This design comes from an exercise in tuning for a short achievable clock period and few clock cycles on the open sky130 flow, not from production work.
Only simulation tests tie the RTL to the original design; equivalence was not proved.
Power figures rest on the tool's default switching activity, not on a simulated workload.

File: flow/run.sh
#!/bin/bash
# synth_recipe.tcl (not shown) runs the flow's synth.tcl, then flattens the netlist and writes it again
# the make line also repeats each setting of config.mk as NAME=value (left out here)
make -C /OpenROAD-flow-scripts/flow DESIGN_CONFIG=/design/flow/config.mk WORK_HOME=/design/flow/orfs CLKGATE_MAP_FILE= SYNTH_SCRIPT=/design/flow/synth_recipe.tcl finish
File: flow/config.mk
export PLATFORM = sky130hd
export DESIGN_NAME = top_level
export DESIGN_NICKNAME = top_level
export VERILOG_FILES = /design/flow/design.v
export SDC_FILE = /design/flow/constraint.sdc
export NUM_CORES = 4
export LEC_CHECK = 0
export ABC_CLOCK_PERIOD_IN_PS = 1000
export CAP_MARGIN = 60
export CORE_MARGIN = 2
export CORE_UTILIZATION = 40
export SETUP_SLACK_MARGIN = 5
export SLEW_MARGIN = 60
File: flow/constraint.sdc
create_clock -name core_clock -period 15.0 [get_ports {clk}]
set_input_delay 3.0000 -clock core_clock [delete_from_list [all_inputs] [get_ports {clk}]]
set_output_delay 3.0000 -clock core_clock [all_outputs]
set_load 0.01 [all_outputs]
File: flow/design.v
module mul_pp_tree (
	input  logic [31:0] a,
	input  logic [31:0] b,
	input  logic        sg,
	output logic [63:0] r0, r1, r2, r3
);
	logic as_, bs_;
	assign as_ = sg & a[31];
	assign bs_ = sg & b[31];
	logic [63:0] pp0;
	assign pp0 = {32'b0, {32{b[0]}} & a} << 0;
	logic [63:0] pp1;
	assign pp1 = {32'b0, {32{b[1]}} & a} << 1;
	logic [63:0] pp2;
	assign pp2 = {32'b0, {32{b[2]}} & a} << 2;
	logic [63:0] pp3;
	assign pp3 = {32'b0, {32{b[3]}} & a} << 3;
	logic [63:0] pp4;
	assign pp4 = {32'b0, {32{b[4]}} & a} << 4;
	logic [63:0] pp5;
	assign pp5 = {32'b0, {32{b[5]}} & a} << 5;
	logic [63:0] pp6;
	assign pp6 = {32'b0, {32{b[6]}} & a} << 6;
	logic [63:0] pp7;
	assign pp7 = {32'b0, {32{b[7]}} & a} << 7;
	logic [63:0] pp8;
	assign pp8 = {32'b0, {32{b[8]}} & a} << 8;
	logic [63:0] pp9;
	assign pp9 = {32'b0, {32{b[9]}} & a} << 9;
	logic [63:0] pp10;
	assign pp10 = {32'b0, {32{b[10]}} & a} << 10;
	logic [63:0] pp11;
	assign pp11 = {32'b0, {32{b[11]}} & a} << 11;
	logic [63:0] pp12;
	assign pp12 = {32'b0, {32{b[12]}} & a} << 12;
	logic [63:0] pp13;
	assign pp13 = {32'b0, {32{b[13]}} & a} << 13;
	logic [63:0] pp14;
	assign pp14 = {32'b0, {32{b[14]}} & a} << 14;
	logic [63:0] pp15;
	assign pp15 = {32'b0, {32{b[15]}} & a} << 15;
	logic [63:0] pp16;
	assign pp16 = {32'b0, {32{b[16]}} & a} << 16;
	logic [63:0] pp17;
	assign pp17 = {32'b0, {32{b[17]}} & a} << 17;
	logic [63:0] pp18;
	assign pp18 = {32'b0, {32{b[18]}} & a} << 18;
	logic [63:0] pp19;
	assign pp19 = {32'b0, {32{b[19]}} & a} << 19;
	logic [63:0] pp20;
	assign pp20 = {32'b0, {32{b[20]}} & a} << 20;
	logic [63:0] pp21;
	assign pp21 = {32'b0, {32{b[21]}} & a} << 21;
	logic [63:0] pp22;
	assign pp22 = {32'b0, {32{b[22]}} & a} << 22;
	logic [63:0] pp23;
	assign pp23 = {32'b0, {32{b[23]}} & a} << 23;
	logic [63:0] pp24;
	assign pp24 = {32'b0, {32{b[24]}} & a} << 24;
	logic [63:0] pp25;
	assign pp25 = {32'b0, {32{b[25]}} & a} << 25;
	logic [63:0] pp26;
	assign pp26 = {32'b0, {32{b[26]}} & a} << 26;
	logic [63:0] pp27;
	assign pp27 = {32'b0, {32{b[27]}} & a} << 27;
	logic [63:0] pp28;
	assign pp28 = {32'b0, {32{b[28]}} & a} << 28;
	logic [63:0] pp29;
	assign pp29 = {32'b0, {32{b[29]}} & a} << 29;
	logic [63:0] pp30;
	assign pp30 = {32'b0, {32{b[30]}} & a} << 30;
	logic [63:0] pp31;
	assign pp31 = {32'b0, {32{b[31]}} & a} << 31;
	logic [63:0] ca, cb, ck;
	assign ca = {~({32{as_}} & b), 32'b0};
	assign cb = {~({32{bs_}} & a), 32'b0};
	assign ck = 64'h0000_0002_0000_0000;
	logic [63:0] t0_0;
	logic [63:0] t0_1;
	logic [63:0] t0_2;
	logic [63:0] t0_3;
	logic [63:0] t0_4;
	logic [63:0] t0_5;
	logic [63:0] t0_6;
	logic [63:0] t0_7;
	logic [63:0] t0_8;
	logic [63:0] t0_9;
	logic [63:0] t0_10;
	logic [63:0] t0_11;
	logic [63:0] t0_12;
	logic [63:0] t0_13;
	logic [63:0] t0_14;
	logic [63:0] t0_15;
	logic [63:0] t0_16;
	logic [63:0] t0_17;
	logic [63:0] t0_18;
	logic [63:0] t0_19;
	logic [63:0] t0_20;
	logic [63:0] t0_21;
	logic [63:0] t1_0;
	logic [63:0] t1_1;
	logic [63:0] t1_2;
	logic [63:0] t1_3;
	logic [63:0] t1_4;
	logic [63:0] t1_5;
	logic [63:0] t1_6;
	logic [63:0] t1_7;
	logic [63:0] t1_8;
	logic [63:0] t1_9;
	logic [63:0] t1_10;
	logic [63:0] t1_11;
	logic [63:0] t1_12;
	logic [63:0] t1_13;
	logic [63:0] t1_14;
	logic [63:0] t1_15;
	logic [63:0] t2_0;
	logic [63:0] t2_1;
	logic [63:0] t2_2;
	logic [63:0] t2_3;
	logic [63:0] t2_4;
	logic [63:0] t2_5;
	logic [63:0] t2_6;
	logic [63:0] t2_7;
	logic [63:0] t2_8;
	logic [63:0] t2_9;
	logic [63:0] t3_0;
	logic [63:0] t3_1;
	logic [63:0] t3_2;
	logic [63:0] t3_3;
	logic [63:0] t3_4;
	logic [63:0] t3_5;
	logic [63:0] t4_0;
	logic [63:0] t4_1;
	logic [63:0] t4_2;
	logic [63:0] t4_3;
	logic [63:0] t5_0;
	logic [63:0] t5_1;
	logic [63:0] t5_2;
	logic [63:0] t5_3;
	assign t0_0 = pp0 ^ pp1 ^ pp2;
	assign t0_1 = {((pp0 & pp1) | (pp0 & pp2) | (pp1 & pp2))} << 1;
	assign t0_2 = pp3 ^ pp4 ^ pp5;
	assign t0_3 = {((pp3 & pp4) | (pp3 & pp5) | (pp4 & pp5))} << 1;
	assign t0_4 = pp6 ^ pp7 ^ pp8;
	assign t0_5 = {((pp6 & pp7) | (pp6 & pp8) | (pp7 & pp8))} << 1;
	assign t0_6 = pp9 ^ pp10 ^ pp11;
	assign t0_7 = {((pp9 & pp10) | (pp9 & pp11) | (pp10 & pp11))} << 1;
	assign t0_8 = pp12 ^ pp13 ^ pp14;
	assign t0_9 = {((pp12 & pp13) | (pp12 & pp14) | (pp13 & pp14))} << 1;
	assign t0_10 = pp15 ^ pp16 ^ pp17;
	assign t0_11 = {((pp15 & pp16) | (pp15 & pp17) | (pp16 & pp17))} << 1;
	assign t0_12 = pp18 ^ pp19 ^ pp20;
	assign t0_13 = {((pp18 & pp19) | (pp18 & pp20) | (pp19 & pp20))} << 1;
	assign t0_14 = pp21 ^ pp22 ^ pp23;
	assign t0_15 = {((pp21 & pp22) | (pp21 & pp23) | (pp22 & pp23))} << 1;
	assign t0_16 = pp24 ^ pp25 ^ pp26;
	assign t0_17 = {((pp24 & pp25) | (pp24 & pp26) | (pp25 & pp26))} << 1;
	assign t0_18 = pp27 ^ pp28 ^ pp29;
	assign t0_19 = {((pp27 & pp28) | (pp27 & pp29) | (pp28 & pp29))} << 1;
	assign t0_20 = pp30 ^ pp31 ^ ca;
	assign t0_21 = {((pp30 & pp31) | (pp30 & ca) | (pp31 & ca))} << 1;
	assign t1_0 = t0_0 ^ t0_1 ^ t0_2;
	assign t1_1 = {((t0_0 & t0_1) | (t0_0 & t0_2) | (t0_1 & t0_2))} << 1;
	assign t1_2 = t0_3 ^ t0_4 ^ t0_5;
	assign t1_3 = {((t0_3 & t0_4) | (t0_3 & t0_5) | (t0_4 & t0_5))} << 1;
	assign t1_4 = t0_6 ^ t0_7 ^ t0_8;
	assign t1_5 = {((t0_6 & t0_7) | (t0_6 & t0_8) | (t0_7 & t0_8))} << 1;
	assign t1_6 = t0_9 ^ t0_10 ^ t0_11;
	assign t1_7 = {((t0_9 & t0_10) | (t0_9 & t0_11) | (t0_10 & t0_11))} << 1;
	assign t1_8 = t0_12 ^ t0_13 ^ t0_14;
	assign t1_9 = {((t0_12 & t0_13) | (t0_12 & t0_14) | (t0_13 & t0_14))} << 1;
	assign t1_10 = t0_15 ^ t0_16 ^ t0_17;
	assign t1_11 = {((t0_15 & t0_16) | (t0_15 & t0_17) | (t0_16 & t0_17))} << 1;
	assign t1_12 = t0_18 ^ t0_19 ^ t0_20;
	assign t1_13 = {((t0_18 & t0_19) | (t0_18 & t0_20) | (t0_19 & t0_20))} << 1;
	assign t1_14 = t0_21 ^ cb ^ ck;
	assign t1_15 = {((t0_21 & cb) | (t0_21 & ck) | (cb & ck))} << 1;
	assign t2_0 = t1_0 ^ t1_1 ^ t1_2;
	assign t2_1 = {((t1_0 & t1_1) | (t1_0 & t1_2) | (t1_1 & t1_2))} << 1;
	assign t2_2 = t1_3 ^ t1_4 ^ t1_5;
	assign t2_3 = {((t1_3 & t1_4) | (t1_3 & t1_5) | (t1_4 & t1_5))} << 1;
	assign t2_4 = t1_6 ^ t1_7 ^ t1_8;
	assign t2_5 = {((t1_6 & t1_7) | (t1_6 & t1_8) | (t1_7 & t1_8))} << 1;
	assign t2_6 = t1_9 ^ t1_10 ^ t1_11;
	assign t2_7 = {((t1_9 & t1_10) | (t1_9 & t1_11) | (t1_10 & t1_11))} << 1;
	assign t2_8 = t1_12 ^ t1_13 ^ t1_14;
	assign t2_9 = {((t1_12 & t1_13) | (t1_12 & t1_14) | (t1_13 & t1_14))} << 1;
	assign t3_0 = t2_0 ^ t2_1 ^ t2_2;
	assign t3_1 = {((t2_0 & t2_1) | (t2_0 & t2_2) | (t2_1 & t2_2))} << 1;
	assign t3_2 = t2_3 ^ t2_4 ^ t2_5;
	assign t3_3 = {((t2_3 & t2_4) | (t2_3 & t2_5) | (t2_4 & t2_5))} << 1;
	assign t3_4 = t2_6 ^ t2_7 ^ t2_8;
	assign t3_5 = {((t2_6 & t2_7) | (t2_6 & t2_8) | (t2_7 & t2_8))} << 1;
	assign t4_0 = t3_0 ^ t3_1 ^ t3_2;
	assign t4_1 = {((t3_0 & t3_1) | (t3_0 & t3_2) | (t3_1 & t3_2))} << 1;
	assign t4_2 = t3_3 ^ t3_4 ^ t3_5;
	assign t4_3 = {((t3_3 & t3_4) | (t3_3 & t3_5) | (t3_4 & t3_5))} << 1;
	assign t5_0 = t4_0 ^ t4_1 ^ t4_2;
	assign t5_1 = {((t4_0 & t4_1) | (t4_0 & t4_2) | (t4_1 & t4_2))} << 1;
	assign t5_2 = t4_3 ^ t2_9 ^ t1_15;
	assign t5_3 = {((t4_3 & t2_9) | (t4_3 & t1_15) | (t2_9 & t1_15))} << 1;
	assign r0 = t5_0;
	assign r1 = t5_1;
	assign r2 = t5_2;
	assign r3 = t5_3;
endmodule
module mul_final (
	input  logic [63:0] r0, r1, r2, r3,
	output logic [63:0] p
);
	logic [63:0] u0_0;
	logic [63:0] u0_1;
	logic [63:0] u1_0;
	logic [63:0] u1_1;
	assign u0_0 = r0 ^ r1 ^ r2;
	assign u0_1 = {((r0 & r1) | (r0 & r2) | (r1 & r2))} << 1;
	assign u1_0 = u0_0 ^ u0_1 ^ r3;
	assign u1_1 = {((u0_0 & u0_1) | (u0_0 & r3) | (u0_1 & r3))} << 1;
	assign p = u1_0 + u1_1;
endmodule
module top_level #(parameter WIDTH = 32)(
	input logic clk, rst,
	input logic [1:0] buttons,
	input logic [9:0] switches,
	output logic [31:0] OUTPORT,
	output logic [7:0] ram_addr,
	output logic [31:0] ram_wdata,
	output logic ram_we,
	input logic [31:0] ram_rdata
);
	logic [31:0] fpc;
	logic [7:0]  mar;
	logic        a_v, a_pt, if_v, if_pt;         
	logic [31:0] a_pc, a_pnpc, if_pc, if_pnpc;
	logic [1:0]  qr, qw;
	logic [2:0]  qn;
	logic [3:0]  q_pt;
	logic [3:0][31:0] q_ir, q_pc, q_pnpc;
	logic        d_v, d_pt;
	logic [31:0] d_ir, d_pc, d_pnpc;
	logic        x_v, x_wr, x_ld, x_st, x_mul, x_msg;
	logic [4:0]  x_rd, x_sh;
	logic        x_add, x_sub, x_and, x_or, x_xor, x_slt, x_sltu, x_sll, x_srl, x_sra, x_pass;
	logic        x_br, x_beq, x_bne, x_blez, x_bgtz, x_bltz, x_bgez, x_j, x_jr;
	logic        x_pt, x_pt_ok;
	logic        x_alt_t, x_alt_ok;              
	logic [31:0] x_alt;
	logic [31:0] x_a, x_b, x_s, x_pc, x_pc4, x_pc8, x_tg, x_tg4, x_pnpc;
	logic        m_v, m_wr, m_ld, m_mul;
	logic [4:0]  m_rd;
	logic [1:0]  m_sel;
	logic [31:0] m_res;
	logic [63:0] m_r0, m_r1, m_r2, m_r3;
	logic [63:0] prod;                           
	logic        l_v, l_wr;
	logic [4:0]  l_rd;
	logic [31:0] l_res;
	logic [31:0][31:0] rf;
	logic [31:0] rf_ok;
	logic [31:0] hi, lo;
	logic        hl_ok;
	logic [9:0]  in0, in1;
	logic [31:0] outport;
	logic        we_r;
	logic [31:0] wdata_r;
	logic [63:0] ic_v;
	logic [63:0][1:0]  ic_tag;
	logic [63:0][31:0] ic_dat;
	logic [7:0]  pf, p_a_w, p_if_w;
	logic        p_a_v, p_if_v;
	logic [15:0] btb_v;
	logic [15:0][3:0] btb_tag;
	logic [15:0][7:0] btb_tgt;
	logic [15:0][1:0] btb_ctr;
	function automatic logic sum_is(input logic [31:0] a, input logic [31:0] b, input logic [31:0] k);
		logic [31:0] c;
		c = (a & b) | ((a | b) & ~k);
		sum_is = ((a ^ b ^ k) == {c[30:0], 1'b0});
	endfunction
	assign ram_addr  = mar;
	assign ram_we    = we_r;
	assign ram_wdata = wdata_r;
	assign OUTPORT   = outport;
	always_ff @(posedge clk or posedge rst) begin
		if (rst) begin
			in0 <= '0;
			in1 <= '0;
		end else begin
			if (buttons[0]) in0 <= switches;
			if (buttons[1]) in1 <= switches;
		end
	end
	logic [5:0] op, fn;
	logic [4:0] rs, rt, rdf;
	logic [15:0] imm;
	assign op  = d_ir[31:26];
	assign rs  = d_ir[25:21];
	assign rt  = d_ir[20:16];
	assign rdf = d_ir[15:11];
	assign fn  = d_ir[5:0];
	assign imm = d_ir[15:0];
	logic is_r;
	logic r_add, r_sub, r_and, r_or, r_xor, r_slt, r_sltu, r_sll, r_srl, r_sra;
	logic r_mult, r_multu, r_mfhi, r_mflo, r_jr;
	logic i_add, i_sub, i_and, i_or, i_xor, i_slt, i_sltu, i_lw, i_sw;
	logic b_eq, b_ne, b_lez, b_gtz, b_ltz, b_gez, i_j, i_jal, is_br;
	always_comb begin
		is_r    = (op == 6'b000000);
		r_add   = is_r && fn == 6'b100001;
		r_sub   = is_r && fn == 6'b100011;
		r_and   = is_r && fn == 6'b100100;
		r_or    = is_r && fn == 6'b100101;
		r_xor   = is_r && fn == 6'b100110;
		r_slt   = is_r && fn == 6'b101010;
		r_sltu  = is_r && fn == 6'b101011;
		r_sll   = is_r && fn == 6'b000000;
		r_srl   = is_r && fn == 6'b000010;
		r_sra   = is_r && fn == 6'b000011;
		r_mult  = is_r && fn == 6'b011000;
		r_multu = is_r && fn == 6'b011001;
		r_mfhi  = is_r && fn == 6'b010000;
		r_mflo  = is_r && fn == 6'b010010;
		r_jr    = is_r && fn == 6'b001000;
		i_add   = op == 6'b001001;
		i_sub   = op == 6'b010000;
		i_and   = op == 6'b001100;
		i_or    = op == 6'b001101;
		i_xor   = op == 6'b001110;
		i_slt   = op == 6'b001010;
		i_sltu  = op == 6'b001011;
		i_lw    = op == 6'b100011;
		i_sw    = op == 6'b101011;
		b_eq    = op == 6'b000100;
		b_ne    = op == 6'b000101;
		b_lez   = op == 6'b000110;
		b_gtz   = op == 6'b000111;
		b_ltz   = op == 6'b000001 && rt == 5'b00000;
		b_gez   = op == 6'b000001 && rt == 5'b00001;
		i_j     = op == 6'b000010;
		i_jal   = op == 6'b000011;
		is_br   = b_eq || b_ne || b_lez || b_gtz || op == 6'b000001;
	end
	logic r_alu, i_alu, use_rs, use_rt, use_imm, is_mf, is_mul;
	logic [4:0] dst;
	logic d_wr;
	always_comb begin
		r_alu   = r_add || r_sub || r_and || r_or || r_xor || r_slt || r_sltu;
		i_alu   = i_add || i_sub || i_and || i_or || i_xor || i_slt || i_sltu;
		is_mul  = r_mult || r_multu;
		is_mf   = r_mfhi || r_mflo;
		use_rs  = r_alu || is_mul || r_jr || i_alu || i_lw || i_sw || is_br;
		use_rt  = r_alu || is_mul || r_sll || r_srl || r_sra || i_sw || b_eq || b_ne;
		use_imm = i_alu || i_lw || i_sw;
		if (r_alu || is_mul || r_sll || r_srl || r_sra || is_mf) dst = rdf;
		else if (i_alu || i_lw) dst = rt;
		else if (i_jal) dst = 5'd31;
		else dst = 5'd0;
		d_wr = (dst != 5'd0);
	end
	logic [31:0] pc4, pc8, btg, btg4, jtg, jtg4, immz, imms;
	assign pc4  = d_pc + 32'd4;
	assign pc8  = d_pc + 32'd8;
	assign imms = {{14{imm[15]}}, imm, 2'b00};
	assign immz = {16'b0, imm};
	assign btg  = pc4 + imms;
	assign btg4 = pc8 + imms;
	assign jtg  = {pc4[31:28], d_ir[25:0], 2'b00};
	assign jtg4 = jtg + 32'd4;
	logic [31:0] bs3, bc3;
	logic pt_ok;
	assign bs3   = d_pc ^ imms ^ 32'd4;
	assign bc3   = {((d_pc[30:0] & imms[30:0]) | (d_pc[30:0] & 31'd4) | (imms[30:0] & 31'd4)), 1'b0};
	assign pt_ok = d_pt && ((i_j || i_jal) ? (d_pnpc[27:0] == {d_ir[25:0], 2'b00} && d_pnpc[31:28] == pc4[31:28])
	                                       : sum_is(bs3, bc3, d_pnpc));
	logic [31:0] ld_val;
	always_comb begin
		case (m_sel)
			2'd1: ld_val = {22'b0, in0};
			2'd2: ld_val = {22'b0, in1};
			default: ld_val = ram_rdata;
		endcase
	end
	logic [31:0] x_res;
	function automatic logic [31:0] rf_read(input logic [4:0] r);
		rf_read = (r != 5'd0 && rf_ok[r]) ? rf[r] : 32'd0;
	endfunction
	logic [31:0] rs_val, rt_val, rs_old, rt_old;
	logic rs_x, rt_x, rs_m, rt_m, rs_ml, rt_ml, rs_mm, rt_mm;
	always_comb begin
		rs_m  = m_v && m_wr && m_rd == rs;
		rt_m  = m_v && m_wr && m_rd == rt;
		rs_ml = rs_m && m_ld;
		rt_ml = rt_m && m_ld;
		if (rs_m) rs_old = m_res;
		else if (l_v && l_wr && l_rd == rs) rs_old = l_res;
		else rs_old = rf_read(rs);
		if (rt_m) rt_old = m_res;
		else if (l_v && l_wr && l_rd == rt) rt_old = l_res;
		else rt_old = rf_read(rt);
		rs_x = x_v && x_wr && x_rd == rs;
		rt_x = x_v && x_wr && x_rd == rt;
		rs_mm = rs_m && m_mul;
		rt_mm = rt_m && m_mul;
		rs_val = rs_x ? x_res : (rs_ml ? ld_val : (rs_mm ? prod[31:0] : rs_old));
		rt_val = rt_x ? x_res : (rt_ml ? ld_val : (rt_mm ? prod[31:0] : rt_old));
	end
	logic hz_rs, hz_rt, hz_ld, d_hold;
	always_comb begin
		hz_rs = rs != 5'd0 && rs_x && (x_ld || x_mul);
		hz_rt = rt != 5'd0 && rt_x && (x_ld || x_mul);
		hz_ld = i_lw && ((rs != 5'd0 && (rs_x || rs_m)) || (x_v && x_st));
		d_hold = d_v && ((use_rs && hz_rs) || (use_rt && hz_rt) || hz_ld ||
		                 (is_mf && x_v && x_mul));
	end
	logic [9:0] ld_addr;
	logic [31:0] ld_base;
	assign ld_base = (l_v && l_wr && l_rd == rs) ? l_res : rf_read(rs);
	assign ld_addr = ld_base[9:0] + imm[9:0];
	logic [31:0] add_r, sub_r, sll_r, srl_r, sra_r;
	logic slt_r, sltu_r;
	assign add_r  = x_a + x_b;
	assign sub_r  = x_a - x_b;
	assign slt_r  = $signed(x_a) < $signed(x_b);
	assign sltu_r = x_a < x_b;
	assign sll_r  = x_b << x_sh;
	assign srl_r  = x_b >> x_sh;
	assign sra_r  = $signed(x_b) >>> x_sh;
	assign x_res  = ({32{x_add}}  & add_r) |
	                ({32{x_sub}}  & sub_r) |
	                ({32{x_and}}  & (x_a & x_b)) |
	                ({32{x_or}}   & (x_a | x_b)) |
	                ({32{x_xor}}  & (x_a ^ x_b)) |
	                ({32{x_slt}}  & {31'b0, slt_r}) |
	                ({32{x_sltu}} & {31'b0, sltu_r}) |
	                ({32{x_sll}}  & sll_r) |
	                ({32{x_srl}}  & srl_r) |
	                ({32{x_sra}}  & sra_r) |
	                ({32{x_pass}} & x_a);
	logic a_zero, a_neg, eq, cond, taken, c, mis, mis1, mis0;
	logic [31:0] rtg, rv1, rv0;
	always_comb begin
		a_zero = (x_a == 32'd0);
		a_neg  = x_a[31];
		eq     = (x_a == x_b);
		cond   = (x_beq && eq) || (x_bne && !eq) || (x_blez && (a_neg || a_zero)) ||
		         (x_bgtz && !(a_neg || a_zero)) || (x_bltz && a_neg) || (x_bgez && !a_neg);
		c      = x_jr ? (x_a == x_pnpc) : cond;
		taken  = x_br ? cond : (x_j || x_jr);
		if (x_br) begin
			mis1 = !x_pt_ok; mis0 = x_pt;
			rv1 = x_tg; rv0 = x_pc4;
		end else if (x_j) begin
			mis1 = !x_pt_ok; mis0 = !x_pt_ok;
			rv1 = x_tg; rv0 = x_tg;
		end else if (x_jr) begin
			mis1 = !x_pt; mis0 = 1'b1;
			rv1 = x_a; rv0 = x_a;
		end else begin
			mis1 = x_pt; mis0 = x_pt;
			rv1 = x_pc4; rv0 = x_pc4;
		end
		mis1 = mis1 && x_v;
		mis0 = mis0 && x_v;
		mis  = c ? mis1 : mis0;
		rtg  = c ? rv1 : rv0;
	end
	logic st_x, is_out, is_in0, is_in1;
	assign st_x   = x_v && x_st;
	assign is_out = sum_is(x_a, x_b, 32'h0000FFFC);
	assign is_in0 = sum_is(x_a, x_b, 32'h0000FFF8);
	assign is_in1 = is_out;
	logic [63:0] pr0, pr1, pr2, pr3;
	mul_pp_tree u_mul_pp (.a(x_a), .b(x_b), .sg(x_msg), .r0(pr0), .r1(pr1), .r2(pr2), .r3(pr3));
	mul_final u_mul_fin (.r0(m_r0), .r1(m_r1), .r2(m_r2), .r3(m_r3), .p(prod));
	logic [3:0] bi;
	logic bhit;
	logic [31:0] fpred;
	assign bi    = fpc[5:2];
	assign bhit  = btb_v[bi] && btb_tag[bi] == fpc[9:6] && btb_ctr[bi][1];
	assign fpred = bhit ? {fpc[31:10], btb_tgt[bi], 2'b00} : fpc + 32'd4;
	logic [3:0] abi;
	logic [5:0] aci;
	logic abhit, ahit;
	logic [31:0] apred;
	assign abi   = x_alt[5:2];
	assign abhit = btb_v[abi] && btb_tag[abi] == x_alt[9:6] && btb_ctr[abi][1];
	assign apred = abhit ? {x_alt[31:10], btb_tgt[abi], 2'b00} : x_alt + 32'd4;
	assign aci   = x_alt[7:2];
	assign ahit  = ic_v[aci] && ic_tag[aci] == x_alt[9:8];
	logic fast1, fast0, fast;
	assign fast1 = mis1 && x_alt_ok && ahit && ((x_br || x_j) == x_alt_t);
	assign fast0 = mis0 && x_alt_ok && ahit && (x_j == x_alt_t);
	assign fast  = c ? fast1 : fast0;
	logic [2:0] cnt;
	logic room;
	assign cnt  = 3'(d_v) + qn + 3'(a_v) + 3'(if_v);
	assign room = cnt <= 3'd3;
	logic [5:0] ci;
	logic chit, cpush;
	assign ci    = fpc[7:2];
	assign chit  = ic_v[ci] && ic_tag[ci] == fpc[9:8];
	assign cpush = chit && !a_v && !if_v && room;
	logic d_adv, d_go, ld_go;
	assign d_adv = !d_v || !d_hold;
	assign d_go  = d_v && !d_hold && !mis;
	assign ld_go = d_v && !d_hold && i_lw;
	logic        n_v, n_pt;
	logic [31:0] n_ir, n_pc, n_pnpc;
	always_comb begin
		n_v = if_v || cpush;
		if (if_v) begin
			n_pt = if_pt; n_ir = ram_rdata; n_pc = if_pc; n_pnpc = if_pnpc;
		end else begin
			n_pt = bhit; n_ir = ic_dat[ci]; n_pc = fpc; n_pnpc = fpred;
		end
	end
	logic q_take, n_byp, n_put;
	assign q_take = d_adv && qn != 3'd0;           
	assign n_byp  = d_adv && qn == 3'd0;           
	assign n_put  = n_v && !n_byp;                 
	logic fetch_p, fetch;
	logic [31:0] fpc_n;                            
	assign fpc_n   = (fetch_p || cpush) ? fpred : fpc;
	assign fetch_p = !st_x && !ld_go && room && !chit;
	assign fetch   = fetch_p && !mis;
	logic [7:0] pdist;
	logic pf_in, pf_have, pfetch_p, pfetch;
	assign pdist    = pf - fpc[9:2];
	assign pf_in    = !pdist[7] && pdist < 8'd40;
	assign pf_have  = ic_v[pf[5:0]] && ic_tag[pf[5:0]] == pf[7:6];
	assign pfetch_p = pf_in && !pf_have && !st_x && !ld_go && !fetch_p;
	assign pfetch   = pfetch_p && !mis;
	always_ff @(posedge clk or posedge rst) begin
		if (rst) begin
			fpc <= '0;
			a_v <= 1'b0; if_v <= 1'b0; d_v <= 1'b0;
			pf <= '0; p_a_v <= 1'b0; p_if_v <= 1'b0;
			qr <= '0; qw <= '0; qn <= '0;
			x_v <= 1'b0; m_v <= 1'b0; l_v <= 1'b0;
			we_r <= 1'b0; outport <= '0;
			rf_ok <= '0; hl_ok <= 1'b0;
		end else begin
			we_r <= st_x && !is_out;
			if (st_x && is_out) outport <= x_s;
			if_v <= a_v && !mis;
			a_v <= fetch;
			p_a_v <= pfetch;
			p_if_v <= p_a_v;
			if (pdist[7]) pf <= fpc[9:2] + 8'd1;
			else if (pf_in && (pf_have || pfetch)) pf <= pf + 8'd1;
			fpc <= c ? (fast1 ? apred : (mis1 ? rv1 : fpc_n)) : (fast0 ? apred : (mis0 ? rv0 : fpc_n));
			if (mis) begin
				d_v <= fast;
				qn <= '0;
				qr <= qw;
			end else begin
				if (d_adv) d_v <= qn != 3'd0 || n_v;
				if (q_take) qr <= qr + 2'd1;
				if (n_put) qw <= qw + 2'd1;
				qn <= qn + 3'(n_put) - 3'(q_take);
			end
			x_v <= d_go;
			m_v <= x_v;
			l_v <= m_v;
			if (l_v && l_wr) rf_ok[l_rd] <= 1'b1;
			if (m_v && m_mul) hl_ok <= 1'b1;
		end
	end
	always_ff @(posedge clk) begin
		if (st_x) wdata_r <= x_s;
		if (st_x) begin
			mar <= add_r[9:2];
		end else if (ld_go) begin
			mar <= ld_addr[9:2];
		end else if (fetch_p) begin
			mar <= fpc[9:2];
		end else begin
			mar <= pf;
		end
		a_pc <= fpc; a_pnpc <= fpred; a_pt <= bhit;
		p_a_w <= pf; p_if_w <= p_a_w;
		if_pc <= a_pc; if_pnpc <= a_pnpc; if_pt <= a_pt;
		if (fast) begin
			d_ir <= ic_dat[aci]; d_pc <= x_alt; d_pnpc <= apred; d_pt <= abhit;
		end else if (q_take) begin
			d_ir <= q_ir[qr]; d_pc <= q_pc[qr]; d_pnpc <= q_pnpc[qr]; d_pt <= q_pt[qr];
		end else if (n_byp) begin
			d_ir <= n_ir; d_pc <= n_pc; d_pnpc <= n_pnpc; d_pt <= n_pt;
		end
		q_ir[qw] <= n_ir; q_pc[qw] <= n_pc; q_pnpc[qw] <= n_pnpc; q_pt[qw] <= n_pt;
		x_wr <= d_wr; x_rd <= dst; x_sh <= d_ir[10:6];
		x_ld <= i_lw; x_st <= i_sw; x_mul <= is_mul; x_msg <= r_mult;
		x_add <= r_add || i_add || i_lw || i_sw;
		x_sub <= r_sub || i_sub;
		x_and <= r_and || i_and;
		x_or  <= r_or  || i_or;
		x_xor <= r_xor || i_xor;
		x_slt <= r_slt || i_slt;
		x_sltu <= r_sltu || i_sltu;
		x_sll <= r_sll; x_srl <= r_srl; x_sra <= r_sra;
		x_pass <= is_mf || i_jal;
		x_br <= is_br; x_beq <= b_eq; x_bne <= b_ne; x_blez <= b_lez; x_bgtz <= b_gtz;
		x_bltz <= b_ltz; x_bgez <= b_gez; x_j <= i_j || i_jal; x_jr <= r_jr;
		x_pt <= d_pt;
		x_pt_ok <= pt_ok;
		x_alt_t <= (is_br || i_j || i_jal) && !pt_ok;
		x_alt <= ((is_br || i_j || i_jal) && !pt_ok) ? ((i_j || i_jal) ? jtg : btg) : pc4;
		x_alt_ok <= !r_jr;
		if (r_mfhi) x_a <= (m_v && m_mul) ? prod[63:32] : (hl_ok ? hi : 32'd0);
		else if (r_mflo) x_a <= (m_v && m_mul) ? prod[31:0] : (hl_ok ? lo : 32'd0);
		else if (i_jal) x_a <= pc4;
		else x_a <= rs_val;
		x_b <= use_imm ? immz : rt_val;
		x_s <= rt_val;
		x_pc <= d_pc; x_pc4 <= pc4; x_pc8 <= pc8; x_pnpc <= d_pnpc;
		x_tg  <= (i_j || i_jal) ? jtg : btg;
		x_tg4 <= (i_j || i_jal) ? jtg4 : btg4;
		m_wr <= x_wr; m_ld <= x_ld; m_mul <= x_mul; m_rd <= x_rd;
		m_sel <= is_in0 ? 2'd1 : (is_in1 ? 2'd2 : 2'd0);
		m_res <= x_res;
		if (x_v && x_mul) begin
			m_r0 <= pr0; m_r1 <= pr1; m_r2 <= pr2; m_r3 <= pr3;
		end
		if (m_v && m_mul) begin
			hi <= prod[63:32];
			lo <= prod[31:0];
		end
		l_wr <= m_wr; l_rd <= m_rd;
		l_res <= m_ld ? ld_val : (m_mul ? prod[31:0] : m_res);
		if (l_v && l_wr) rf[l_rd] <= l_res;
	end
	always_ff @(posedge clk or posedge rst) begin
		if (rst) begin
			ic_v <= '0;
		end else begin
			if (if_v) ic_v[if_pc[7:2]] <= 1'b1;
			if (p_if_v) ic_v[p_if_w[5:0]] <= 1'b1;
			if (st_x && ic_tag[add_r[7:2]] == add_r[9:8]) ic_v[add_r[7:2]] <= 1'b0;
		end
	end
	always_ff @(posedge clk) begin
		if (if_v) begin
			ic_tag[if_pc[7:2]] <= if_pc[9:8];
			ic_dat[if_pc[7:2]] <= ram_rdata;
		end else if (p_if_v) begin
			ic_tag[p_if_w[5:0]] <= p_if_w[7:6];
			ic_dat[p_if_w[5:0]] <= ram_rdata;
		end
	end
	logic       u_v, u_tk, u_clr;
	logic [3:0] u_i, u_tag;
	logic [7:0] u_tgt;
	always_ff @(posedge clk or posedge rst) begin
		if (rst) begin
			u_v <= 1'b0; u_clr <= 1'b0;
		end else begin
			u_v <= x_v && (x_br || x_j || x_jr);
			u_clr <= x_v && !(x_br || x_j || x_jr) && x_pt;
		end
	end
	always_ff @(posedge clk) begin
		u_tk <= taken; u_i <= x_pc[5:2]; u_tag <= x_pc[9:6]; u_tgt <= rtg[9:2];
	end
	logic uhit;
	assign uhit = btb_v[u_i] && btb_tag[u_i] == u_tag;
	always_ff @(posedge clk or posedge rst) begin
		if (rst) begin
			btb_v <= '0;
		end else begin
			if (u_v && u_tk) btb_v[u_i] <= 1'b1;
			else if (u_clr) btb_v[u_i] <= 1'b0;
		end
	end
	always_ff @(posedge clk) begin
		if (u_v) begin
			if (u_tk) begin
				btb_tag[u_i] <= u_tag;
				btb_tgt[u_i] <= u_tgt;
				if (!uhit) btb_ctr[u_i] <= 2'b10;
				else if (btb_ctr[u_i] != 2'b11) btb_ctr[u_i] <= btb_ctr[u_i] + 2'b01;
			end else if (uhit && btb_ctr[u_i] != 2'b00) begin
				btb_ctr[u_i] <= btb_ctr[u_i] - 2'b01;
			end
		end
	end
endmodule
==> impl_metrics.csv, run 1 <==
group,metric,value,unit
status,status,"timing/DRC/antenna clean",
global_route,grt_usage,0.296,
synth,synth.distinct_cells,109,
synth,synth_area_leaders,"edfxtp_1 (36%), mux4_2 (18%), mux2_2 (12%)",
synth,synth_ff_type,"edfxtp_1",
timing,skew,0.0998,ns
flow_run,drv_cap,0,
synth,synth_area_per_cell,13.4,um^2
worst_setup_path,cp_top_family,"buffers and inverters",
drt,drc,0,
clock_network,insertion_delay,1.18,ns
timing,fin_crit_sh,0.426,
power,power.leakage,126,nW
floorplanning,die_area,792000,um^2
worst_setup_path,cp.required,15.90,ns
drt,via_per_inst,6.42,
synth,synth_edf_count,3804,
floorplanning,coreArea,783000,um^2
power,swShare,0.423,
cells_and_area,area_growth,13.2,%
clock_network,post_cts_resized,0,
worst_setup_path,cp-end-kind,"flip-flop",
timing,holdWs,0.246,ns
global_route,first_global_vias,214000,
power,switching_power,0.0383,W
placement,dp.cells,33000,
placement,port_buffers,118,
worst_setup_path,worstPathCellList,"buf_4, inv_1, ha_1, nor3_1, nand2_1, nor4_2, buf_2, mux2i_1, a31oi_1, or2_4, mux2_2, nand2_4, buf_6, buf_8, nor2_1, a221o_1",
placement,gp_congestion,1.01,
synth,synth_most_common_cell,"edfxtp_1",
drt,drtAntennaViolNets,0,
floorplanning,die_w,890,um
power,p_int,0.0522,W
timing,min_period,6.39,ns
worst_setup_path,cp-start-kind,"flip-flop",
cells_and_area,layout-drive-gt1-share,0.354,
synth,syn_nets,25000,
worst_setup_path,slowest_stage,"ha_1",
power,p_per_area,254,nW/um^2
cells_and_area,stdcell_count,34100,
timing,fmax,157,MHz
worst_setup_path,path_depth,16,
synth,yosysTopAreaCellShare,0.364,
synth,synth-seq-cells,4937,
power,peakVddDrop,0.000166,V
timing,tightest_slew,0.688,ns
timing,hold_viol_final,0,
cells_and_area,fin_area,356000,um^2
global_route,gr-total-overflow,0,
synth,netlist_area,314000,um^2
worst_setup_path,cp.arrival,7.29,ns
min_path,hold_depth,0,
clock_network,ctsHoldBuffers,0,
floorplanning,io_pins,119,
cells_and_area,nets,24700,
worst_setup_path,critPathMaxFanout,57,
worst_setup_path,cp.buffers_inverters,5,
cells_and_area,fillers,69200,
timing,rsz0062_at_grt,"false",
timing,fin_setup_tns,0,ns
synth,yosys_warnings,1,
min_path,hold_class,"reg -> reg",
power,finalPower,0.0905,W
synth,yosys.area.top_type,"edfxtp_1",
clock_network,root_buffer,"clkbuf_16",
power,p_seq_frac,0.306,
floorplanning,rows,325,
synth,netlist_instances,23500,
drt,firstDrtPassIters,7,
drt,wl_per_cell,35.5,um
clock_network,htreeDepth,6,
floorplanning,fp.dieH,890,um
worst_setup_path,rr_worst_depth,16,
clock_network,cts_setup_buffers,0,
timing,max_slew_margin,0.540,
global_route,grt_pass1_wl,1690,mm
worst_setup_path,worstSetupPathType,"reg -> reg",
clock_network,numClockSinks,4937,
synth,synthArstFlopShare,0.0452,
synth,synthTopCellsByCount,"edfxtp_1 (3,804), mux2_2 (3,340), mux4_2 (2,459)",
clock_network,clk_pin_slew,0.06,ns
drt,num_vias,219000,
placement,dp_hpwl,824,mm
power,p_comb_frac,0.537,
timing,setup_viol,0,
timing,drv_slew,0,
worst_setup_path,crit_path_max_incr_delay,0.59,ns
placement,place_area,335000,um^2
floorplanning,start_util,0.401,
synth,yosysSeqAreaShare,0.439,
power,power_frac_clock,0.157,
clock_network,clk_path_buf_depth,4,
clock_network,numCtsBuffers,574,
drt,drt_iter0_markers,30600,
drt,drt_wl_total,1210,mm
clock_network,cts_tree,"built",
global_route,antenna_found_initial,80,
global_route,grt_max_degree,85,
==> cells in the final DEF (no fill, tap or decap), types with 104 or more instances in the layout <==
cell type  count
a211oi_1     154
a21oi_1      649
buf_16       104
buf_4        420
buf_6        223
buf_8        133
clkbuf_1     157
clkbuf_16    587
dfrtp_1      209
dfxtp_1      862
edfxtp_1    3804
fa_1        1013
ha_1         451
inv_1       1742
mux2_2      3340
mux2i_1      364
mux4_2      2459
nand2_1     1294
nand3_1      155
nor2_1      1484
nor2b_1      167
nor3_1       107
o21ai_0      436
o22ai_1      437
xnor2_1      212
xor2_1       139
==> logic make-up (layout without fill, tap and decap cells) <==
group	Yosys count	after routing	synth area share
AO/OA/AOI/OAI	2772	2772	0.0558
AND/OR/NAND/NOR	3810	3810	0.0525
adder cells (fa/ha/maj)	1477	1477	0.0831
other	0	53	0
buffers and inverters	3851	3981	0.0474
XOR/XNOR	418	418	0.0117
flip-flops	4937	4937	0.439
multiplexers	6235	6235	0.310
==> power by group through the flow <==
| stage | sequential (W) | clock, W | combinational [W] |
|---|---|---|---|
| after global routing | 0.0283 | 0.0149 | 0.0507 |
| after detailed placement | 0.0277 | 0 | 0.0473 |
| final | 0.0277 | 0.0142 | 0.0486 |
| after CTS | 0.0275 | 0.0144 | 0.0475 |
| after floorplan | 0.0279 | 0 | 0.0308 |
| after global placement | 0.0277 | 0 | 0.0449 |
==> layer usage <==
metal  wire length (um)  global-route usage  vias up
met2             538000               0.449    13300
met4              84600               0.169       24
li1                   -                   -    88000
met5                162                   0        -
met3             125000              0.0635     2759
met1             464000               0.396   115000
==> path summary, 6_finish.rpt <==
kind / start / slack (ns) / endpoint
max: x_b[21] / 8.61 / d_pnpc[20]
min: p_a_w[6] / 0.25 / p_if_w[6]
max reg2reg: x_b[21] / 8.61 / d_pnpc[20]
min reg2reg: p_a_w[6] / 0.25 / p_if_w[6]
max in group asynchronous: rst / 11.26 / ic_v[50]
min in group asynchronous: rst / 2.29 / outport[12]
==> final cells by class <==
cell class              instances  area (um^2)  share of cell area
inverters                    1796         6810              0.0191
flip-flops and latches       4937       138000               0.388
repair buffers               1140        13900              0.0390
multi-input cells           14700       165000               0.464
clock inverters               247         2690             0.00755
diodes                         53          133            0.000373
well taps                   10500        13100              0.0368
clock buffers                 798        16000              0.0450
==> state kept, by name (all words and copies together), names as in the netlist, 49 cells and up, named ones only <==
signal / cells
btb_tag: 64
btb_tgt: 128
ic_dat: 2048
ic_tag: 128
ic_v: 64
m_r0: 64
m_r1: 49
q_ir: 128
q_pc: 128
q_pnpc: 128
rf: 1024
==> worst register-to-register path: cells and delay by family (launching register included) <==
kind / cells / cell delay [ns]
AOI/OAI and AO/OA: 2 / 0.62
adders and majority gates: 1 / 0.60
muxes: 2 / 0.57
and+or+nand+nor: 6 / 1.97
buffers and inverters: 5 / 2.13
DFF: 1 / 0.32
==> stage by stage <==
stage,util,setup slack [ns]
floorplan,-,-2.21
global placement,0.418,7.45
detailed placement,0.429,8.85
CTS,0.452,8.79
global route,0.454,8.57
finish,0.454,8.61
Testbench counts, summed over its fixed seeds: cycles 58,051.
==> inputs of run 2 (changes only) <==
--- a/flow/design.v
+++ b/flow/design.v
@@ -239,4 +239,5 @@
 	logic        d_v, d_pt;
 	logic [31:0] d_ir, d_pc, d_pnpc;
+	logic [4:0]  rs_f, rt_f;                      
 	logic        x_v, x_wr, x_ld, x_st, x_mul, x_msg;
 	logic [4:0]  x_rd, x_sh;
@@ -247,4 +248,5 @@
 	logic [31:0] x_alt;
 	logic [31:0] x_a, x_b, x_s, x_pc, x_pc4, x_pc8, x_tg, x_tg4, x_pnpc;
+	logic [31:0] x_ma, x_mb, x_ba, x_bb;         
 	logic        m_v, m_wr, m_ld, m_mul;
 	logic [4:0]  m_rd;
@@ -382,26 +384,31 @@
 	end
 	logic [31:0] x_res;
-	function automatic logic [31:0] rf_read(input logic [4:0] r);
-		rf_read = (r != 5'd0 && rf_ok[r]) ? rf[r] : 32'd0;
-	endfunction
-	logic [31:0] rs_val, rt_val, rs_old, rt_old;
-	logic rs_x, rt_x, rs_m, rt_m, rs_ml, rt_ml, rs_mm, rt_mm;
+	logic [31:0][31:0] rf_g;
+	always_comb begin
+		for (int i = 0; i < 32; i++) rf_g[i] = rf[i] & {32{rf_ok[i]}};
+	end
+	logic [31:0] rs_rd, rt_rd, rs_val, rt_val, rs_nx, rt_nx;
+	logic rs_x, rt_x, rs_m, rt_m, rs_ml, rt_ml, rs_mm, rt_mm, rs_l, rt_l;
 	always_comb begin
+		rs_rd = rf_g[rs_f];
+		rt_rd = rf_g[rt_f];
+		rs_x  = x_v && x_wr && x_rd == rs;
+		rt_x  = x_v && x_wr && x_rd == rt;
 		rs_m  = m_v && m_wr && m_rd == rs;
 		rt_m  = m_v && m_wr && m_rd == rt;
+		rs_l  = l_v && l_wr && l_rd == rs;
+		rt_l  = l_v && l_wr && l_rd == rt;
 		rs_ml = rs_m && m_ld;
 		rt_ml = rt_m && m_ld;
-		if (rs_m) rs_old = m_res;
-		else if (l_v && l_wr && l_rd == rs) rs_old = l_res;
-		else rs_old = rf_read(rs);
-		if (rt_m) rt_old = m_res;
-		else if (l_v && l_wr && l_rd == rt) rt_old = l_res;
-		else rt_old = rf_read(rt);
-		rs_x = x_v && x_wr && x_rd == rs;
-		rt_x = x_v && x_wr && x_rd == rt;
 		rs_mm = rs_m && m_mul;
 		rt_mm = rt_m && m_mul;
-		rs_val = rs_x ? x_res : (rs_ml ? ld_val : (rs_mm ? prod[31:0] : rs_old));
-		rt_val = rt_x ? x_res : (rt_ml ? ld_val : (rt_mm ? prod[31:0] : rt_old));
+		rs_nx = ({32{rs_ml}} & ld_val) | ({32{rs_mm}} & prod[31:0]) |
+		        ({32{rs_m && !m_ld && !m_mul}} & m_res) | ({32{!rs_m && rs_l}} & l_res) |
+		        ({32{!rs_m && !rs_l}} & rs_rd);
+		rt_nx = ({32{rt_ml}} & ld_val) | ({32{rt_mm}} & prod[31:0]) |
+		        ({32{rt_m && !m_ld && !m_mul}} & m_res) | ({32{!rt_m && rt_l}} & l_res) |
+		        ({32{!rt_m && !rt_l}} & rt_rd);
+		rs_val = rs_x ? x_res : rs_nx;
+		rt_val = rt_x ? x_res : rt_nx;
 	end
 	logic hz_rs, hz_rt, hz_ld, d_hold;
@@ -415,5 +422,5 @@
 	logic [9:0] ld_addr;
 	logic [31:0] ld_base;
-	assign ld_base = (l_v && l_wr && l_rd == rs) ? l_res : rf_read(rs);
+	assign ld_base = rs_l ? l_res : rs_rd;
 	assign ld_addr = ld_base[9:0] + imm[9:0];
 	logic [31:0] add_r, sub_r, sll_r, srl_r, sra_r;
@@ -440,10 +447,10 @@
 	logic [31:0] rtg, rv1, rv0;
 	always_comb begin
-		a_zero = (x_a == 32'd0);
-		a_neg  = x_a[31];
-		eq     = (x_a == x_b);
+		a_zero = (x_ba == 32'd0);
+		a_neg  = x_ba[31];
+		eq     = (x_ba == x_bb);
 		cond   = (x_beq && eq) || (x_bne && !eq) || (x_blez && (a_neg || a_zero)) ||
 		         (x_bgtz && !(a_neg || a_zero)) || (x_bltz && a_neg) || (x_bgez && !a_neg);
-		c      = x_jr ? (x_a == x_pnpc) : cond;
+		c      = x_jr ? (x_ba == x_pnpc) : cond;
 		taken  = x_br ? cond : (x_j || x_jr);
 		if (x_br) begin
@@ -471,5 +478,5 @@
 	assign is_in1 = is_out;
 	logic [63:0] pr0, pr1, pr2, pr3;
-	mul_pp_tree u_mul_pp (.a(x_a), .b(x_b), .sg(x_msg), .r0(pr0), .r1(pr1), .r2(pr2), .r3(pr3));
+	mul_pp_tree u_mul_pp (.a(x_ma), .b(x_mb), .sg(x_msg), .r0(pr0), .r1(pr1), .r2(pr2), .r3(pr3));
 	mul_final u_mul_fin (.r0(m_r0), .r1(m_r1), .r2(m_r2), .r3(m_r3), .p(prod));
 	logic [3:0] bi;
@@ -504,5 +511,5 @@
 	assign d_adv = !d_v || !d_hold;
 	assign d_go  = d_v && !d_hold && !mis;
-	assign ld_go = d_v && !d_hold && i_lw;
+	assign ld_go = d_v && i_lw;                  
 	logic        n_v, n_pt;
 	logic [31:0] n_ir, n_pc, n_pnpc;
@@ -519,4 +526,8 @@
 	assign n_byp  = d_adv && qn == 3'd0;           
 	assign n_put  = n_v && !n_byp;                 
+	logic        dn_ld;
+	logic [31:0] dn_ir;
+	assign dn_ld = fast || q_take || n_byp;
+	assign dn_ir = fast ? ic_dat[aci] : (q_take ? q_ir[qr] : n_ir);
 	logic fetch_p, fetch;
 	logic [31:0] fpc_n;                            
@@ -535,4 +546,5 @@
 			fpc <= '0;
 			a_v <= 1'b0; if_v <= 1'b0; d_v <= 1'b0;
+			rs_f <= '0; rt_f <= '0;
 			pf <= '0; p_a_v <= 1'b0; p_if_v <= 1'b0;
 			qr <= '0; qw <= '0; qn <= '0;
@@ -545,8 +557,8 @@
 			if_v <= a_v && !mis;
 			a_v <= fetch;
-			p_a_v <= pfetch;
+			p_a_v <= pfetch_p;
 			p_if_v <= p_a_v;
 			if (pdist[7]) pf <= fpc[9:2] + 8'd1;
-			else if (pf_in && (pf_have || pfetch)) pf <= pf + 8'd1;
+			else if (pf_in && (pf_have || pfetch_p)) pf <= pf + 8'd1;
 			fpc <= c ? (fast1 ? apred : (mis1 ? rv1 : fpc_n)) : (fast0 ? apred : (mis0 ? rv0 : fpc_n));
 			if (mis) begin
@@ -561,4 +573,8 @@
 			end
 			x_v <= d_go;
+			if (dn_ld) begin
+				rs_f <= dn_ir[25:21];
+				rt_f <= dn_ir[20:16];
+			end
 			m_v <= x_v;
 			l_v <= m_v;
@@ -582,10 +598,11 @@
 		if_pc <= a_pc; if_pnpc <= a_pnpc; if_pt <= a_pt;
 		if (fast) begin
-			d_ir <= ic_dat[aci]; d_pc <= x_alt; d_pnpc <= apred; d_pt <= abhit;
+			d_pc <= x_alt; d_pnpc <= apred; d_pt <= abhit;
 		end else if (q_take) begin
-			d_ir <= q_ir[qr]; d_pc <= q_pc[qr]; d_pnpc <= q_pnpc[qr]; d_pt <= q_pt[qr];
+			d_pc <= q_pc[qr]; d_pnpc <= q_pnpc[qr]; d_pt <= q_pt[qr];
 		end else if (n_byp) begin
-			d_ir <= n_ir; d_pc <= n_pc; d_pnpc <= n_pnpc; d_pt <= n_pt;
+			d_pc <= n_pc; d_pnpc <= n_pnpc; d_pt <= n_pt;
 		end
+		if (dn_ld) d_ir <= dn_ir;
 		q_ir[qw] <= n_ir; q_pc[qw] <= n_pc; q_pnpc[qw] <= n_pnpc; q_pt[qw] <= n_pt;
 		x_wr <= d_wr; x_rd <= dst; x_sh <= d_ir[10:6];
@@ -607,10 +624,17 @@
 		x_alt <= ((is_br || i_j || i_jal) && !pt_ok) ? ((i_j || i_jal) ? jtg : btg) : pc4;
 		x_alt_ok <= !r_jr;
-		if (r_mfhi) x_a <= (m_v && m_mul) ? prod[63:32] : (hl_ok ? hi : 32'd0);
+		if (rs_x && !(is_mf || i_jal)) x_a <= x_res;
+		else if (r_mfhi) x_a <= (m_v && m_mul) ? prod[63:32] : (hl_ok ? hi : 32'd0);
 		else if (r_mflo) x_a <= (m_v && m_mul) ? prod[31:0] : (hl_ok ? lo : 32'd0);
 		else if (i_jal) x_a <= pc4;
-		else x_a <= rs_val;
-		x_b <= use_imm ? immz : rt_val;
+		else x_a <= rs_nx;
+		if (rt_x && !use_imm) x_b <= x_res;
+		else x_b <= use_imm ? immz : rt_nx;
 		x_s <= rt_val;
+		if (is_mul) begin
+			x_ma <= rs_val; x_mb <= rt_val;
+		end
+		if (is_br || r_jr) x_ba <= rs_val;
+		if (b_eq || b_ne) x_bb <= rt_val;
 		x_pc <= d_pc; x_pc4 <= pc4; x_pc8 <= pc8; x_pnpc <= d_pnpc;
 		x_tg  <= (i_j || i_jal) ? jtg : btg;
@@ -630,20 +654,27 @@
 		if (l_v && l_wr) rf[l_rd] <= l_res;
 	end
+	logic [63:0] f_oh;
+	logic [1:0]  f_tag;
+	logic        inv_v;
+	logic [7:0]  inv_w;
 	always_ff @(posedge clk or posedge rst) begin
 		if (rst) begin
 			ic_v <= '0;
+			f_oh <= '0;
+			inv_v <= 1'b0;
 		end else begin
-			if (if_v) ic_v[if_pc[7:2]] <= 1'b1;
-			if (p_if_v) ic_v[p_if_w[5:0]] <= 1'b1;
-			if (st_x && ic_tag[add_r[7:2]] == add_r[9:8]) ic_v[add_r[7:2]] <= 1'b0;
+			f_oh <= (a_v || p_a_v) ? (64'd1 << (a_v ? a_pc[7:2] : p_a_w[5:0])) : 64'd0;
+			inv_v <= st_x;
+			ic_v <= (ic_v | f_oh) & ~((inv_v && ic_tag[inv_w[5:0]] == inv_w[7:6]) ? (64'd1 << inv_w[5:0]) : 64'd0);
 		end
 	end
 	always_ff @(posedge clk) begin
-		if (if_v) begin
-			ic_tag[if_pc[7:2]] <= if_pc[9:8];
-			ic_dat[if_pc[7:2]] <= ram_rdata;
-		end else if (p_if_v) begin
-			ic_tag[p_if_w[5:0]] <= p_if_w[7:6];
-			ic_dat[p_if_w[5:0]] <= ram_rdata;
+		f_tag <= a_v ? a_pc[9:8] : p_a_w[7:6];
+		inv_w <= add_r[9:2];
+		for (int i = 0; i < 64; i++) begin
+			if (f_oh[i]) begin
+				ic_tag[i] <= f_tag;
+				ic_dat[i] <= ram_rdata;
+			end
 		end
 	end
==> flow/flow/run.sh (new file) <==
#!/bin/bash
# Own flow: the standard layout (standard.sh), with one step added after placement:
# the port buffers that the standard flow inserts are resized to buf_4, and the flip-flops
# that drive output ports to their _4 drive strength (same cell type), then the placement is
# legalized again. Everything else, including synthesis, is the standard flow unchanged.
# Each tool's output goes to a log file of its own in this folder.
set -euo pipefail
R=orfs/results/${FLOW_PLATFORM}/top_level/base
bash standard.sh place > flow_std_place.log 2>&1
IN_ODB=$R/3_place.odb OUT_ODB=$R/3_place_io.odb IO_BUF=sky130_fd_sc_hd__buf_4 \
  openroad -no_init -exit flow/resize_io.tcl > flow_resize_io.log 2>&1
mv $R/3_place_io.odb $R/3_place.odb
bash standard.sh finish > flow_std_finish.log 2>&1
==> flow/flow/resize_io.tcl (new file) <==
# Resize the port buffers that buffer_ports placed (instances input<N> / output<N>) to IO_BUF,
# and the flip-flops that drive the output buffers to the _4 drive strength of the same cell
# type where the library has it; then legalize the placement.
read_liberty $::env(FLOW_HOME)/platforms/sky130hd/lib/sky130_fd_sc_hd__tt_025C_1v80.lib
read_db $::env(IN_ODB)
set n 0
foreach inst [[ord::get_db_block] getInsts] {
  set name [$inst getName]
  set master [[$inst getMaster] getName]
  if {[regexp {^(input|output)[0-9]+$} $name] && [string match "sky130_fd_sc_hd__*buf*" $master]} {
    if {$master ne $::env(IO_BUF)} {
      replace_cell [get_cells $name] $::env(IO_BUF)
      incr n
    }
  }
}
puts "port buffers resized: $n"
set m 0
foreach inst [[ord::get_db_block] getInsts] {
  if {![regexp {^output[0-9]+$} [$inst getName]]} { continue }
  foreach iterm [$inst getITerms] {
    if {![$iterm isInputSignal]} { continue }
    set net [$iterm getNet]
    if {$net eq "NULL"} { continue }
    foreach d [$net getITerms] {
      if {![$d isOutputSignal]} { continue }
      set di [$d getInst]
      set dm [[$di getMaster] getName]
      if {[regexp {^(sky130_fd_sc_hd__(dfxtp|dfrtp))_[0-9]+$} $dm -> base]} {
        set nm ${base}_4
        if {$dm ne $nm} { replace_cell [get_cells [$di getName]] $nm; incr m }
      }
    }
  }
}
puts "output flip-flops resized: $m"
detailed_placement
check_placement -verbose
write_db $::env(OUT_ODB)
==> flow/standard.sh (new file) <==
#!/bin/bash
# synth_recipe.tcl (not shown) runs the flow's synth.tcl, then flattens the netlist and writes it again
# the make line also repeats each setting of config.mk as NAME=value (left out here)
make -C /OpenROAD-flow-scripts/flow DESIGN_CONFIG=/design/flow/config.mk WORK_HOME=/design/flow/orfs CLKGATE_MAP_FILE= SYNTH_SCRIPT=/design/flow/synth_recipe.tcl "${@:-finish}"
removed: flow/run.sh
==> impl_metrics.csv, run 2 <==
group,metric,value,unit
synth,yosysTopAreaCellShare,0.403,
clock_network,root_buffer,"clkbuf_16",
floorplanning,io_pins,119,
synth,synthAdderAreaFrac,0.0884,
floorplanning,coreArea,730000,um^2
power,p_comb_frac,0.490,
power,p_int,0.0410,W
worst_setup_path,crit_path_max_incr_delay,0.60,ns
worst_setup_path,critPathMaxFanout,40,
worst_setup_path,worstPathCellList,"buf_12, buf_6, nor2b_1, buf_4, a22oi_1, nand3_1, o211ai_1, a21o_1, a2111oi_4, buf_2, nor2_4, buf_4, o22a_4, nand2b_4, buf_8, buf_8, buf_12",
clock_network,clk_path_buf_depth,4,
worst_setup_path,slowest_stage,"dfxtp_4",
global_route,grt_pass1_wl,1560,mm
cells_and_area,area_growth,13.3,%
power,switching_power,0.0306,W
global_route,first_global_vias,202000,
cells_and_area,fillers,64100,
min_path,hold_class,"reg -> reg",
synth,synth_xor_area_frac,0.0135,
cells_and_area,seq_area,144000,um^2
timing,drv_slew,0,
floorplanning,rows,314,
worst_setup_path,cp.arrival,6.85,ns
global_route,antenna_found_initial,90,
cells_and_area,largest_reg_flops,2048,
synth,synth_compound_area_frac,0.0977,
timing,hold_viol_final,0,
synth,synth_most_common_cell,"edfxtp_1",
clock_network,clk_pin_slew,0.06,ns
synth,synthSimpleGateAreaFrac,0.0620,
cells_and_area,nets,23400,
drt,firstDrtPassIters,10,
floorplanning,die_area,739000,um^2
synth,synthTopCellsByCount,"edfxtp_1 (3,932), mux4_2 (1,809), inv_1 (1,778)",
synth,netlist_instances,22100,
timing,setup_viol,0,
floorplanning,fp.dieH,860,um
placement,dp_hpwl,742,mm
clock_network,htreeDepth,6,
power,power_frac_clock,0.202,
worst_setup_path,cp-start-kind,"flip-flop",
timing,rsz0062_at_grt,"false",
synth,syn_nets,23600,
floorplanning,die_w,860,um
synth,synth_edf_count,3932,
clock_network,numCtsBuffers,574,
worst_setup_path,worstSetupPathType,"reg -> reg",
synth,synthMuxAreaShare,0.200,
clock_network,cts_setup_buffers,0,
global_route,gr-total-overflow,0,
clock_network,cts_tree,"built",
power,p_seq_frac,0.308,
clock_network,numClockSinks,5141,
clock_network,insertion_delay,1.17,ns
power,power.leakage,117,nW
placement,port_buffers,118,
cells_and_area,multiInputGateArea,138000,um^2
clock_network,post_cts_resized,0,
timing,fin_setup_tns,0,ns
drt,drtAntennaViolNets,0,
synth,synth_ff_type,"edfxtp_1",
clock_network,ctsHoldBuffers,0,
drt,via_per_inst,6.49,
synth,netlist_area,293000,um^2
cells_and_area,layout-drive-gt1-share,0.252,
drt,drt_wl_total,1120,mm
power,p_per_area,216,nW/um^2
synth,yosysSeqAreaShare,0.491,
drt,drc,0,
flow_run,drv_cap,0,
synth,synth.distinct_cells,109,
synth,synth_top_family_by_area,"multiplexers",
synth,yosys_warnings,1,
drt,wl_per_cell,34.9,um
placement,gp_congestion,0.983,
synth,synth_area_leaders,"edfxtp_1 (40%), mux4_2 (14%), fa_1 (6.9%)",
timing,fin_crit_sh,0.405,
cells_and_area,layout.cells.most_common_list,"edfxtp_1 (3,932), mux4_2 (1,809), inv_1 (1,768)",
synth,synth_area_per_cell,13.3,um^2
timing,min_period,6.07,ns
power,finalPower,0.0716,W
synth,synth-seq-cells,5141,
power,peakVddDrop,0.000201,V
timing,tightest_slew,0.721,ns
timing,max_slew_margin,0.519,
synth,synthArstFlopShare,0.0578,
worst_setup_path,cp.required,15.78,ns
global_route,grt_max_degree,110,
cells_and_area,final_common_cell,"edfxtp_1",
drt,drt_iter0_markers,30200,
timing,holdWs,0.309,ns
drt,num_vias,208000,
timing,fmax,165,MHz
status,status,"timing/DRC/antenna clean",
worst_setup_path,cp-end-kind,"flip-flop",
power,swShare,0.428,
floorplanning,start_util,0.401,
timing,skew,0.103,ns
global_route,grt_usage,0.294,
synth,yosys.area.top_type,"edfxtp_1",
run 2: area by class of cell:
class | count | share of cell area
sequential | 5141 | 0.435
multi-input combinational | 13300 | 0.415
clock buffer | 779 | 0.0477
tap | 9638 | 0.0363
timing repair buffer | 1013 | 0.0350
inverter | 1793 | 0.0204
clock inverter | 274 | 0.00993
antenna | 78 | 0.000588
run 2: per-stage QoR:
stage | instance area, um^2 | setup WS [ns] | util | cells
2_1_floorplan | 293000 | 7.21 | - | 22100
3_3_place_gp | 305000 | 7.30 | 0.418 | 30700
3_5_place_dp | 311000 | 9.15 | 0.426 | 30900
4_1_cts | 330000 | 9.16 | 0.452 | 31900
5_1_grt | 332000 | 8.85 | 0.454 | 32000
6_report | 332000 | 8.93 | 0.455 | 32000
run 2: routing by layer:
metal / vias up / part of all wire / global-route usage
met2: 14000 / 0.43 / 0.434
met4: 40 / 0.071 / 0.170
li1: 83300 / - / -
met5: - / 0.00027 / 0
met1: 108000 / 0.37 / 0.387
met3: 3085 / 0.13 / 0.0865
run 2: kinds of logic after synthesis:
kind of cell | count (synthesis)
buf+inv | 3594
simple gates | 3734
fa+ha+maj | 1462
flops | 5141
compound gates | 4256
mux | 3420
xor+xnor | 450
run 2: final timing paths:
check | start | cells past startpoint | slack [ns] | to
setup reg to reg | x_alt[4] | 17 | 8.93 | d_pnpc[16]
hold reg to reg | a_pnpc[11] | 0 | 0.31 | if_pnpc[11]
setup / recovery | x_alt[4] | 17 | 8.93 | d_pnpc[16]
max in group asynchronous | rst | 6 | 11.24 | outport[28]
hold / removal | a_pnpc[11] | 0 | 0.31 | if_pnpc[11]
min in group asynchronous | rst | 2 | 1.80 | in1[6]
run 2: critical path, delay by kind of cell, from the launching register on:
family	cells	cell delay, ns
compound gates	5	1.43
buf+inv	8	2.73
flops	1	0.60
simple gates	4	0.72
run 2: power by group through the flow:
stage	logic, W	clock network [W]	registers (W)
after global routing	0.0363	0.0151	0.0223
after CTS	0.0338	0.0146	0.0219
after detailed placement	0.0336	0	0.0222
final	0.0351	0.0145	0.0221
after global placement	0.0318	0	0.0224
after floorplan	0.0207	0	0.0210
Testbench counts of run 2, summed over its fixed seeds: cycles 57,928.

[separate check: timing with driven ports]
How much do the figures lean on ideal ports? The routed layouts below were timed once more, with nothing changed but the port constraints. Step 1, drivers: a clkbuf_16 drives clk and a buf_2 each remaining input, both assumed. Step 2 times the ports against the registers' clock, not the clock port: input delays grow and output delays shrink by t, the midpoint of the rising clock arrivals with the driver on. Three values: no drivers, after step 1, after step 2; two values: the first two.
run	t, ns	setup WS [ns]	hold slack, ns	worst setup path after step 2	worst slew at a driven data input, ns
run 1	1.288	8.613 / 8.613 / 8.613	0.246 / 0.246 / 0.246	register to register	0.29
run 2	1.274	8.932 / 8.932 / 8.932	0.309 / 0.309 / 0.309	register to register	0.11
After both steps setup and hold are still met in every run listed.
